From an optimization exercise on the open Yosys and OpenROAD flow, aimed at small area; shortcuts taken in it are not production practice. The RTL was checked by simulation tests, not by an equivalence proof against the original design. Power and IR drop assume default switching activity.

== run 5 ==
## ws_systolic_array
module ws_systolic_array # (
    parameter DATA_WIDTH = 8
)
(
    input                           clk         ,
    input                           rstn        ,
    input                           i_start     ,
    input       [DATA_WIDTH-1 : 0]  i_w_col_1   ,    
    input       [DATA_WIDTH-1 : 0]  i_w_col_2   ,    
    input       [DATA_WIDTH-1 : 0]  i_w_col_3   ,    
    input       [DATA_WIDTH-1 : 0]  i_w_col_4   ,    
    input       [DATA_WIDTH-1 : 0]  i_f_row_1   ,    
    input       [DATA_WIDTH-1 : 0]  i_f_row_2   ,    
    input       [DATA_WIDTH-1 : 0]  i_f_row_3   ,    
    input       [DATA_WIDTH-1 : 0]  i_f_row_4   ,    
    output    [2*DATA_WIDTH-1 : 0]  o_p_col_1   ,    
    output    [2*DATA_WIDTH-1 : 0]  o_p_col_2   ,    
    output    [2*DATA_WIDTH-1 : 0]  o_p_col_3   ,    
    output    [2*DATA_WIDTH-1 : 0]  o_p_col_4        
);
    localparam DW = DATA_WIDTH;
    reg                 r_load;
    reg     [1 : 0]     r_cnt;
    always @ (posedge clk) begin
        if (!rstn) begin
            r_load <= 1'b0;
            r_cnt  <= 2'd0;
        end else if (r_load) begin
            r_cnt  <= r_cnt + 1'b1;
            if (r_cnt == 2'd3) r_load <= 1'b0;
        end else if (i_start) begin
            r_load <= 1'b1;
        end
    end
    wire z = r_load | ~rstn;     
    reg     [2 : 0]     r_clr;
    reg     [5 : 0]     r_shf;
    reg                 r_wok;
    wire    [2 : 0]     clr_nx = {r_clr[1:0], 1'b1} & {3{~z}};
    wire    [5 : 0]     shf_nx = !rstn ? 6'd0 : (r_load ? r_shf : {r_shf[4:0], 1'b1});
    wire                wok_nx = rstn & (r_wok | r_load);
    always @ (posedge clk) begin
        r_clr <= clr_nx;
        r_shf <= shf_nx;
        r_wok <= wok_nx;
    end
    reg     [DW-1 : 0]  r_w [1:4][1:4];      
    wire    [DW-1 : 0]  w_in [1:4];
    assign w_in[1] = i_w_col_1;
    assign w_in[2] = i_w_col_2;
    assign w_in[3] = i_w_col_3;
    assign w_in[4] = i_w_col_4;
    integer r, c;
  ...
For scale: roughly 2700 cells after synthesis, about 350 flip-flops.
Settings: LEC_CHECK=0, CAP_MARGIN=20, CORE_MARGIN=2, CORE_UTILIZATION=55, GPL_TIMING_DRIVEN=0, SLEW_MARGIN=20, SYNTH_HIERARCHICAL=1, SYNTH_MINIMUM_KEEP_SIZE=0; clock period 7.5 ns.
standard.sh (not shown) runs the stock make flow with config.mk's settings and CLKGATE_MAP_FILE= SYNTH_SCRIPT=/design/flow/synth_recipe.tcl, a recipe that flattens the netlist after the stock synthesis.
==> flow/flow/run.sh <==
#!/bin/bash
# The standard layout (standard.sh, unchanged synthesis), with two changes:
# the port buffers use the smallest buffer cell, and the clock tree is built
# without dummy loads.  make's output goes to standard.log.
set -euo pipefail
cd "$(dirname "$0")/.."
bash standard.sh \
  "BUFFER_PORTS_ARGS=-buffer_cell sky130_fd_sc_hd__buf_1" \
  "CTS_ARGS=-sink_clustering_enable -repair_clock_nets -dont_use_dummy_load -buf_list sky130_fd_sc_hd__clkbuf_4 -sink_clustering_size 9 -sink_clustering_max_diameter 45" \
  finish > standard.log 2>&1
Inputs modified between run 5 and run 1:
- CAP_MARGIN: 20 -> 0
- CORE_UTILIZATION: 55 -> 50
- SLEW_MARGIN: 20 -> 0
[summary]
Going from run 5 to run 1, the diode insertion count for antenna repair was found to have gone down by 1. Run 1 against run 5: worst setup slack rose 0.12 ns; cell depth of the worst setup path rose 1. Pin count of the biggest net entering global routing (run 1 / run 5): 1.20. Average via count per standard cell in run 1 vs run 5: up about 0.32%. Against run 5, power density over cell area in run 1 rose by a few percent. Final cell count (run 1 over run 5): increase, 1.4%. Comparing run 1 against run 5, there is no change at all in share of synthesized cell area in full adder, half adder and majority cells.

Setup of fjord:
ws_systolic_array, a different RTL version from the one above (not shown whole).
Size in the first run: about 2700 cells after synthesis, ~360 flip-flops, about 130 I/O pins, about 35000 µm² of cells after synthesis.
clock: 7.5 ns
lec_check: 0
cap_margin: 20
core_margin: 2
core_utilization: 40
gpl_timing_driven: 0
slew_margin: 20
synth_hierarchical: 1
synth_minimum_keep_size: 0
run.sh (not shown) runs the stock make flow with config.mk's settings and CLKGATE_MAP_FILE= SYNTH_SCRIPT=/design/flow/synth_recipe.tcl, a recipe that flattens the netlist after the stock synthesis.
Stock flow here: none of the scripts above is used.
What zinc does differently from fjord at the input level:
==> flow/flow/run.sh (new file) <==
#!/bin/bash
# The standard layout (standard.sh, unchanged synthesis), with two changes:
# the port buffers use the smallest buffer cell, and the clock tree is built
# without dummy loads.  make's output goes to standard.log.
set -euo pipefail
cd "$(dirname "$0")/.."
bash standard.sh \
  "BUFFER_PORTS_ARGS=-buffer_cell sky130_fd_sc_hd__buf_1" \
  "CTS_ARGS=-sink_clustering_enable -repair_clock_nets -dont_use_dummy_load -sink_clustering_size 30 -sink_clustering_max_diameter 100" \
  finish > standard.log 2>&1
==> flow/standard.sh (new file) <==
#!/bin/bash
# synth_recipe.tcl (not shown) runs the flow's synth.tcl, then flattens the netlist and writes it again
# the make line also repeats each setting of config.mk as NAME=value (left out here)
make -C /OpenROAD-flow-scripts/flow DESIGN_CONFIG=/design/flow/config.mk WORK_HOME=/design/flow/orfs CLKGATE_MAP_FILE= SYNTH_SCRIPT=/design/flow/synth_recipe.tcl "${@:-finish}"
removed: flow/run.sh
[summary]
- Comparing the two runs side by side, zinc comes out behind fjord on maximum clock rate.
- Changes observed in zinc relative to fjord: largest net degree at the start of global routing fell 17%, post-route fraction of the period consumed by the critical path now sits higher, layout overhead on the synthesized area went down.
- zinc: PASS, flow complete, no timing, DRC or antenna violations
- Clock network contribution to total cell area down 2.2 points in zinc wrt fjord
- | wire length | zinc vs fjord | about 5.4% lower |
For juniper, these inputs were changed with respect to zinc:
# zinc
export LEC_CHECK = 0
export CAP_MARGIN = 20
export CORE_MARGIN = 2
export CORE_UTILIZATION = 40
export GPL_TIMING_DRIVEN = 0
export SLEW_MARGIN = 20
export SYNTH_HIERARCHICAL = 1
export SYNTH_MINIMUM_KEEP_SIZE = 0
create_clock -name core_clock -period 7.5 [get_ports {clk}]
# juniper
export LEC_CHECK = 0
export CAP_MARGIN = 20
export CORE_MARGIN = 2
export CORE_UTILIZATION = 40
export SLEW_MARGIN = 20
export SYNTH_HIERARCHICAL = 1
export SYNTH_MINIMUM_KEEP_SIZE = 0
create_clock -name core_clock -period 7.5 [get_ports {clk}]
==> flow/run.sh (new file) <==
#!/bin/bash
# synth_recipe.tcl (not shown) runs the flow's synth.tcl, then flattens the netlist and writes it again
# the make line also repeats each setting of config.mk as NAME=value (left out here)
make -C /OpenROAD-flow-scripts/flow DESIGN_CONFIG=/design/flow/config.mk WORK_HOME=/design/flow/orfs CLKGATE_MAP_FILE= SYNTH_SCRIPT=/design/flow/synth_recipe.tcl finish
removed: flow/flow/run.sh
removed: flow/standard.sh
## What came out
- Looking at post-route cell area across both flows, juniper is the weaker of the two, with zinc ahead.
- Diff juniper..zinc | die area | negligible
- zinc → juniper: count of clock-buffer cells in the layout went up 35, hold slack went up 0.034 ns.
Inputs modified between juniper and xenon:
# juniper
export LEC_CHECK = 0
export CAP_MARGIN = 20
export CORE_MARGIN = 2
export CORE_UTILIZATION = 40
export SLEW_MARGIN = 20
export SYNTH_HIERARCHICAL = 1
export SYNTH_MINIMUM_KEEP_SIZE = 0
create_clock -name core_clock -period 7.5 [get_ports {clk}]
# xenon
export LEC_CHECK = 0
export CAP_MARGIN = 20
export CORE_MARGIN = 2
export CORE_UTILIZATION = 40
export GPL_TIMING_DRIVEN = 0
export SLEW_MARGIN = 20
export SYNTH_HIERARCHICAL = 1
export SYNTH_MINIMUM_KEEP_SIZE = 0
create_clock -name core_clock -period 7.5 [get_ports {clk}]
==> flow/flow/run.sh (new file) <==
#!/bin/bash
# The standard layout (standard.sh, unchanged synthesis), with two changes:
# the port buffers use the smallest buffer cell, and the clock tree is built
# without dummy loads.  make's output goes to standard.log.
set -euo pipefail
cd "$(dirname "$0")/.."
bash standard.sh \
  "BUFFER_PORTS_ARGS=-buffer_cell sky130_fd_sc_hd__buf_1" \
  "CTS_ARGS=-sink_clustering_enable -repair_clock_nets -dont_use_dummy_load -buf_list sky130_fd_sc_hd__clkbuf_4 -sink_clustering_size 10 -sink_clustering_max_diameter 50" \
  finish > standard.log 2>&1
==> flow/standard.sh (new file) <==
#!/bin/bash
# synth_recipe.tcl (not shown) runs the flow's synth.tcl, then flattens the netlist and writes it again
# the make line also repeats each setting of config.mk as NAME=value (left out here)
make -C /OpenROAD-flow-scripts/flow DESIGN_CONFIG=/design/flow/config.mk WORK_HOME=/design/flow/orfs CLKGATE_MAP_FILE= SYNTH_SCRIPT=/design/flow/synth_recipe.tcl "${@:-finish}"
removed: flow/run.sh
Notes after the runs:
xenon: full flow OK, the timing, DRC and antenna checks passed
Fmax is lower on xenon
Compared with juniper, routed metal-1 wirelength in xenon decreased by a little under 10%.
In the flow results for juniper and xenon, the clock latency reported for the late side of the worst-skew pair is smaller on juniper.
Compared with juniper, in xenon post-detailed-routing wire length went down by 6.5 mm; clock share of power dropped 16 points; cell area after layout went down by 2400 µm²; area of the core barely changed; post-CTS clock slew at the launch and capture registers of the worst setup and hold paths went up.
Going from juniper to xenon, the data required time of the critical path was found to have gone up by 0.27 ns.

==> port drivers added, routing unchanged <==
No port has a modelled driver above. Below, the same layouts with a new extraction and two added sets of constraints. Step 1 (the two cells are an assumption about what drives the block):
set clk [get_ports {clk}]
set_driving_cell -lib_cell sky130_fd_sc_hd__clkbuf_16 $clk
set_driving_cell -lib_cell sky130_fd_sc_hd__buf_2 [delete_from_list [all_inputs] $clk]
Step 2 moves the port delays by t, midway between the first and last clock arrival at a register: inputs arrive t later, outputs are due t later. That takes back most of the time a late clock gives input paths. a / b / c = ideal / step 1 / step 2; a / b = the first two.
run	t, ns	setup WS [ns]	worst setup path after step 2	latest minus earliest clock arrival (ns)	worst slew at a driven data input, ns
run 5	0.875	0.105 / 0.105 / -0.428	input to register	0.084 / 0.083	0.05
run 1	0.882	0.229 / 0.229 / -0.278	input to register	0.141 / 0.140	0.04
fjord	0.652	0.276 / 0.276 / -0.360	input to register	0.020 / 0.020	0.14
zinc	0.662	0.238 / 0.238 / -0.267	input to register	0.091 / 0.091	0.14
juniper	0.660	0.330 / 0.330 / -0.281	input to register	0.024 / 0.024	0.04
xenon	0.900	0.265 / 0.265 / -0.217	input to register	0.107 / 0.107	0.15
With both steps, setup timing fails in every run listed, where it was met with ideal ports. For fjord, which loses most, drivers alone change the setup slack by 0.000 ns; drivers and shift together by -0.636 ns.
